From an optimization exercise on the open Yosys and OpenROAD flow, aimed at small area, a short achievable clock period and few clock cycles per item; shortcuts taken in it are not production practice. The RTL was checked by simulation tests, not by an equivalence proof against the original design.

--- flow/config.mk ---
export PLATFORM = sky130hd
export DESIGN_NAME = dut
export DESIGN_NICKNAME = dut
export VERILOG_FILES = /design/flow/design.v
export SDC_FILE = /design/flow/constraint.sdc
export NUM_CORES = 4
export LEC_CHECK = 0
export CAP_MARGIN = 20
export CORE_MARGIN = 2
export CORE_UTILIZATION = 40
export SLEW_MARGIN = 20
--- flow/constraint.sdc ---
create_clock -name core_clock -period 9.5 [get_ports {clk}]
set_input_delay 1.9000 -clock core_clock [delete_from_list [all_inputs] [get_ports {clk}]]
set_output_delay 1.9000 -clock core_clock [all_outputs]
set_load 0.01 [all_outputs]
--- flow/design.v ---
module dut #(
    parameter N = 9
)(
    input           clk,
    input           rst,
    input           in_valid,
    input [7 :  0]  in,
    output reg      in_ready,
    output          out_ready,
    output[7 :  0]  out
);
function    [15 :0] swapper ;
    input   [7:0] a ;
    input   [7:0] b ;
    begin
        if (a>b)
            swapper={a,b};
        else
            swapper={b,a};
    end
endfunction
localparam IDLE=4'd0;
localparam INPUT_DATA=4'd1;
localparam CALC=4'd2;
genvar g;
reg     [2  :0] state;
reg     [2  :0] state_nxt;
reg     [7  :0] data[0:8];
reg     [7  :0] data_nxt_sel_0[0:8];
reg     [7  :0] data_nxt_swp_0[0:8];
reg     [7  :0] data_nxt_sel_1[0:8];
reg     [7  :0] data_nxt_swp_1[0:8];
reg     [7  :0] data_nxt_sel_2[0:8];
reg     [7  :0] data_nxt_swp_2[0:8];
reg     [7  :0] data_nxt[0:8];
reg     [3  :0] cnt_input;
reg     [3  :0] cnt_calc;
wire    [7  :0] probe_0;
wire    [7  :0] probe_1;
wire    [7  :0] probe_2;
wire    [7  :0] probe_3;
wire    [7  :0] probe_4;
wire    [7  :0] probe_5;
wire    [7  :0] probe_6;
wire    [7  :0] probe_7;
wire    [7  :0] probe_8;
assign probe_0 = data[0];
assign probe_1 = data[1];
assign probe_2 = data[2];
assign probe_3 = data[3];
assign probe_4 = data[4];
assign probe_5 = data[5];
assign probe_6 = data[6];
assign probe_7 = data[7];
assign probe_8 = data[8];
always@(*)begin
    state_nxt=state;
    if(state==IDLE)begin
        if(in_ready)
            state_nxt=INPUT_DATA;
    end
    else if(state==INPUT_DATA)begin
        if(cnt_input==9)
            state_nxt=CALC;
    end
    else if(state==CALC)begin
        if (out_ready)begin
            state_nxt=IDLE;
        end
    end 
end
always@(posedge clk or negedge rst)begin
    if(!rst)
        state<=IDLE;
    else
        state<=state_nxt;
end
always @(posedge clk or negedge rst) begin
    if(!rst)
        in_ready<=0;
    else begin
        if (state==IDLE)
            in_ready<=1;
        else if(in_valid)
            in_ready<=0;
    end
end
always @(posedge clk or negedge rst) begin
    if(!rst)
        cnt_input<=0;
    else begin
        if (in_valid)
            cnt_input<=cnt_input+1;
        else if(cnt_input==9)
            cnt_input<=0;
    end
end
always @(posedge clk or negedge rst) begin
    if(!rst)
        cnt_calc<=0;
    else begin
        if (state==CALC)
            cnt_calc<=cnt_calc+1;
        else if(cnt_calc>=3)
            cnt_calc<=0;
    end
end
generate
for(g=0;g<9;g=g+1)begin: data_sel_0
    always@(*)begin
        data_nxt_sel_0[g]=  (state!=CALC)   ?0:
                            (cnt_calc==0)   ?data[g]:
                            data[8-g];
    end
end
endgenerate
generate
for(g=0;g<4;g=g+1)begin: data_swp_0
    always@(*)begin
        {data_nxt_swp_0[2*g+1],data_nxt_swp_0[2*g]}=    swapper(data_nxt_sel_0[2*g+1],data_nxt_sel_0[2*g]);
    end
end
always@(*)begin
    data_nxt_swp_0[8]= data_nxt_sel_0[8];
end
endgenerate
generate
always@(*)begin
    data_nxt_sel_1[8]=  data_nxt_swp_0[8];
end
for(g=0;g<4;g=g+1)begin: data_sel_1
    always@(*)begin
        data_nxt_sel_1[2*g+0]=  (cnt_calc[0])? data_nxt_swp_0[2*g+1] : data_nxt_swp_0[2*g+0];
        data_nxt_sel_1[2*g+1]=  (cnt_calc[0])? data_nxt_swp_0[2*g+0] : data_nxt_swp_0[2*g+1];
    end
end
endgenerate
generate
for(g=0;g<4;g=g+1)begin: data_swp_1
    always@(*)begin
        {data_nxt_swp_1[2*g+2],data_nxt_swp_1[2*g+1]}=    swapper(data_nxt_sel_1[2*g+2],data_nxt_sel_1[2*g+1]);
    end
end
always@(*)begin
    data_nxt_swp_1[0]= data_nxt_sel_1[0];
end
endgenerate
generate
always@(*)begin
    data_nxt_sel_2[0]=  data_nxt_swp_1[0];
end
for(g=0;g<4;g=g+1)begin: data_sel_2
    always@(*)begin
        data_nxt_sel_2[2*g+1]=  (cnt_calc[0])? data_nxt_swp_1[2*g+2] : data_nxt_swp_1[2*g+1];
        data_nxt_sel_2[2*g+2]=  (cnt_calc[0])? data_nxt_swp_1[2*g+1] : data_nxt_swp_1[2*g+2];
    end
end
endgenerate
generate
for(g=0;g<4;g=g+1)begin: data_swp_2
    always@(*)begin
        {data_nxt_swp_2[2*g+1],data_nxt_swp_2[2*g]}=    swapper(data_nxt_sel_2[2*g+1],data_nxt_sel_2[2*g]);
    end
end
always@(*)begin
    data_nxt_swp_2[8]= data_nxt_sel_2[8];
end
endgenerate
generate
always@(*)begin
    data_nxt[8]=  data_nxt_swp_2[8];
end
for(g=0;g<4;g=g+1)begin: data_sel_3
    always@(*)begin
        data_nxt[2*g+0]=  (cnt_calc[0])? data_nxt_swp_2[2*g+1] : data_nxt_swp_2[2*g+0];
        data_nxt[2*g+1]=  (cnt_calc[0])? data_nxt_swp_2[2*g+0] : data_nxt_swp_2[2*g+1];
    end
end
endgenerate
generate
for(g=0;g<8;g=g+1)begin: data_reg
    always@(posedge clk or negedge rst)begin
        if(!rst)
            data[g]<=0;
        else begin
            if (in_valid)
                data[g]<=data[g+1];
            else if(state==CALC)
                data[g]<=data_nxt[g];
        end
    end
end
always@(posedge clk or negedge rst)begin
    if(!rst)
        data[8]<=0;
    else begin
        if (in_valid)
            data[8]<=in;
        else if(state==CALC)
            data[8]<=data_nxt[8];
    end
end
endgenerate
assign out_ready=(cnt_calc==3);
assign out=data[4];
endmodule
--- flow/run.sh ---
#!/bin/bash
# synth_recipe.tcl (not shown) runs the flow's synth.tcl, then flattens the netlist and writes it again
# the make line also repeats each setting of config.mk as NAME=value (left out here)
make -C /OpenROAD-flow-scripts/flow DESIGN_CONFIG=/design/flow/config.mk WORK_HOME=/design/flow/orfs CLKGATE_MAP_FILE= SYNTH_SCRIPT=/design/flow/synth_recipe.tcl finish
==> summary.txt <==
status no timing/DRC/antenna violations; Filler cells 2482; Critical-path top delay cell a221oi_1; final clock skew 14.2 ps; CTS H-tree lvls 3; ys flop type dfrtp_1; Yosys cell types 79; FF-to-FF End data[5][5]; Critical Path Sink Type register; CP most frequent cell o21ai_0; port buffer count 20; post-route cell area 10800 um^2; CP Launch Type register; post-synthesis register bit count 83; Largest register FFs 72; Critical Path RT 9760 ps; Post-route DRC 0; clock root cell clkbuf_16; Die Span X 162 um; die area 26300 um^2; Synth Warn # 9; CP arrival 9090 ps; via count 10.1k; Final Setup Violations 0; final worst-path cycle share 93.0%; Setup crit start cnt_calc[1]; Post-synth ARST share 100%; TritonCTS Buffers 9; Layout area overhead 8.20%; Initial DRC Count 954; area post-placement 10500 um^2; area fraction of the dominant cell type after synthesis 20.8%; post-synthesis cell area 10000 um^2; Yosys top cell by area dfrtp_1; Initial Util 40.9%; max-cap viol count 0; Final #Nets 1423; Tmin final 8830 ps; global-route wire length before repair 54300 um; Clock transition at path regs 70 ps; Avg Cell Area, Syn 7.44 um^2; fraction of layout cells with a size suffix above 1 8.15%; Wirelength per Cell 21.3 um; Synth area leaders dfrtp_1 (21%), ha_1 (12%), a21oi_1 (7.5%), nand2_1 (7.3%), mux2i_1 (5.6%); Post-DP HPWL 26000 um; Placer Congestion 0.990; Post-synth EDFFs 0; vias in the first global route 9471; total gr overflow 0; Max Clk Rate 113 MHz; largest net degree at the start of global routing 87; diode count 0; DIE HEIGHT 162 um; worst reg2reg setup slack 670 ps; Slew @ Worst Pin 1030 ps; Max clock buf depth 2; Worst path max stage delay 880 ps; Routed Antenna Nets 0; final count of pins violating max slew 0; row cnt 57; Hold WC Path Type reg -> reg; Critical Path End data[5][5]; CTS tree built; crit-path max FO 26; FF-to-FF path depth 35; Placeable Area 24500 um^2; Global Route Usage Sum 26.7%; I/O Pins 21; most common cell in the netlist nand2_1; Setup CP Type reg -> reg; Gate Count Post-Synth 1345; Net Count, Synth 1448; WL final 35100 um; Slew HR 31.5%; antenna violations before repair 1; unrepaired setup endpoints after global routing no; clock latency (worst-skew pair) 360 ps; Fin. Hold Viols 0; DRT Pass-1 Iters 6; vias per cell 6.14; clk sinks 83; post-synthesis sequential area ratio 20.8%; TNS Setup 0 ps; RR Startpoint cnt_calc[1]; synth cell count leaders nand2_1 (194), a21oi_1 (150), inv_1 (103)
routing by layer:
metal | global-route usage [%] | part of all wire [%]
met1 | 38.1 | 45
met2 | 40.8 | 44
met3 | 5.26 | 9.6
met4 | 7.60 | 2.1
met5 | 0 | 0
layout by cell type (no fill, tap or decap), drive strengths merged, types with 30 or more instances in the layout:
cell | Yosys | layout
mux2i | 56 | 56
o21ai | 83 | 83
dfrtp | 83 | 83
nand2 | 195 | 195
nand3 | 30 | 30
ha | 92 | 92
mux2 | 36 | 36
nor3 | 40 | 40
inv | 103 | 107
a21oi | 151 | 151
nor2 | 65 | 65
repair_timing:
| action | CTS | global route |
|---|---|---|
| hold buffers | 0 | 0 |
| setup endpoints to repair | 0 | 17 |
| resized for setup | 0 | 2 |
| buffers inserted | 0 | 3 |
stage by stage:
stage	util [%]	std cells	hold WS, ps	setup WS, ps
after global placement	42.8	1629	503	818
after detailed placement	42.8	1629	509	743
after floorplan	-	1345	478	550
after CTS	44.0	1645	525	710
final	44.3	1649	523	668
after global routing	44.3	1649	561	102
worst max-delay path, delay by kind of cell, from the launching register on:
family	cells	cell delay [ps]
compound gates	17	3930
simple gates	9	2070
fa+ha+maj	4	1200
buf+inv	4	700
flops	1	420
xor+xnor	1	410
cell families (layout without fill, tap and decap cells):
logic type               Yosys count  after routing  synth area share [%]
AO/OA/AOI/OAI                    434            434                  28.1
XOR/XNOR                          20             20                  1.83
adder cells (fa/ha/maj)           94             94                  11.7
buffers and inverters            187            167                  7.33
flip-flops                        83             83                  20.8
multiplexers                      92             92                  9.91
AND/OR/NAND/NOR                  435            435                  20.4
layout make-up:
| class | count | area (um^2) | share of cell area, % |
|---|---|---|---|
| Inverter | 105 | 394 | 3.64 |
| Multi-Input combinational cell | 1075 | 7230 | 66.7 |
| Clock inverter | 7 | 82.6 | 0.763 |
| Timing Repair Buffer | 46 | 417 | 3.85 |
| Sequential cell | 83 | 2080 | 19.2 |
| Tap cell | 324 | 405 | 3.74 |
| Clock buffer | 9 | 225 | 2.08 |
worst min-delay path by stage:
stage	from	endpoint	cells past startpoint
5_1_grt	in_ready	in_ready	1
3_3_place_gp	in_ready	in_ready	1
2_1_floorplan	cnt_input[2]	cnt_input[2]	1
3_5_place_dp	in_ready	in_ready	1
4_1_cts	cnt_input[2]	cnt_input[2]	1
6_report	cnt_input[2]	cnt_input[2]	1
Testbench counts, summed over its fixed seeds: cycles 25,600, batches 1,600.

[separate check: timing with driven ports]
Ports are ideal in the flow. The routed layout listed here was re-timed in OpenROAD.
Step 1: set_driving_cell puts a clkbuf_16 on clk and a buf_2 on each other input, an assumption about the parent block.
Step 2, shift: input delay + t, output delay - t, t = (earliest + latest rising clock arrival at the registers) / 2. This alone moves slack from input paths to output paths.
Three values: no drivers, after step 1, after step 2; two values: the first two.
t, ns: 0.398
slack for setup (ns): 0.668 / 0.668 / 0.668
latest minus earliest clock arrival (ns): 0.014 / 0.015
slew at the worst register clock pin (ns): 0.07 / 0.07
After both steps this run still meets setup and hold. For this run, drivers alone change the setup slack by 0.000 ns; drivers and shift together by 0.000 ns.
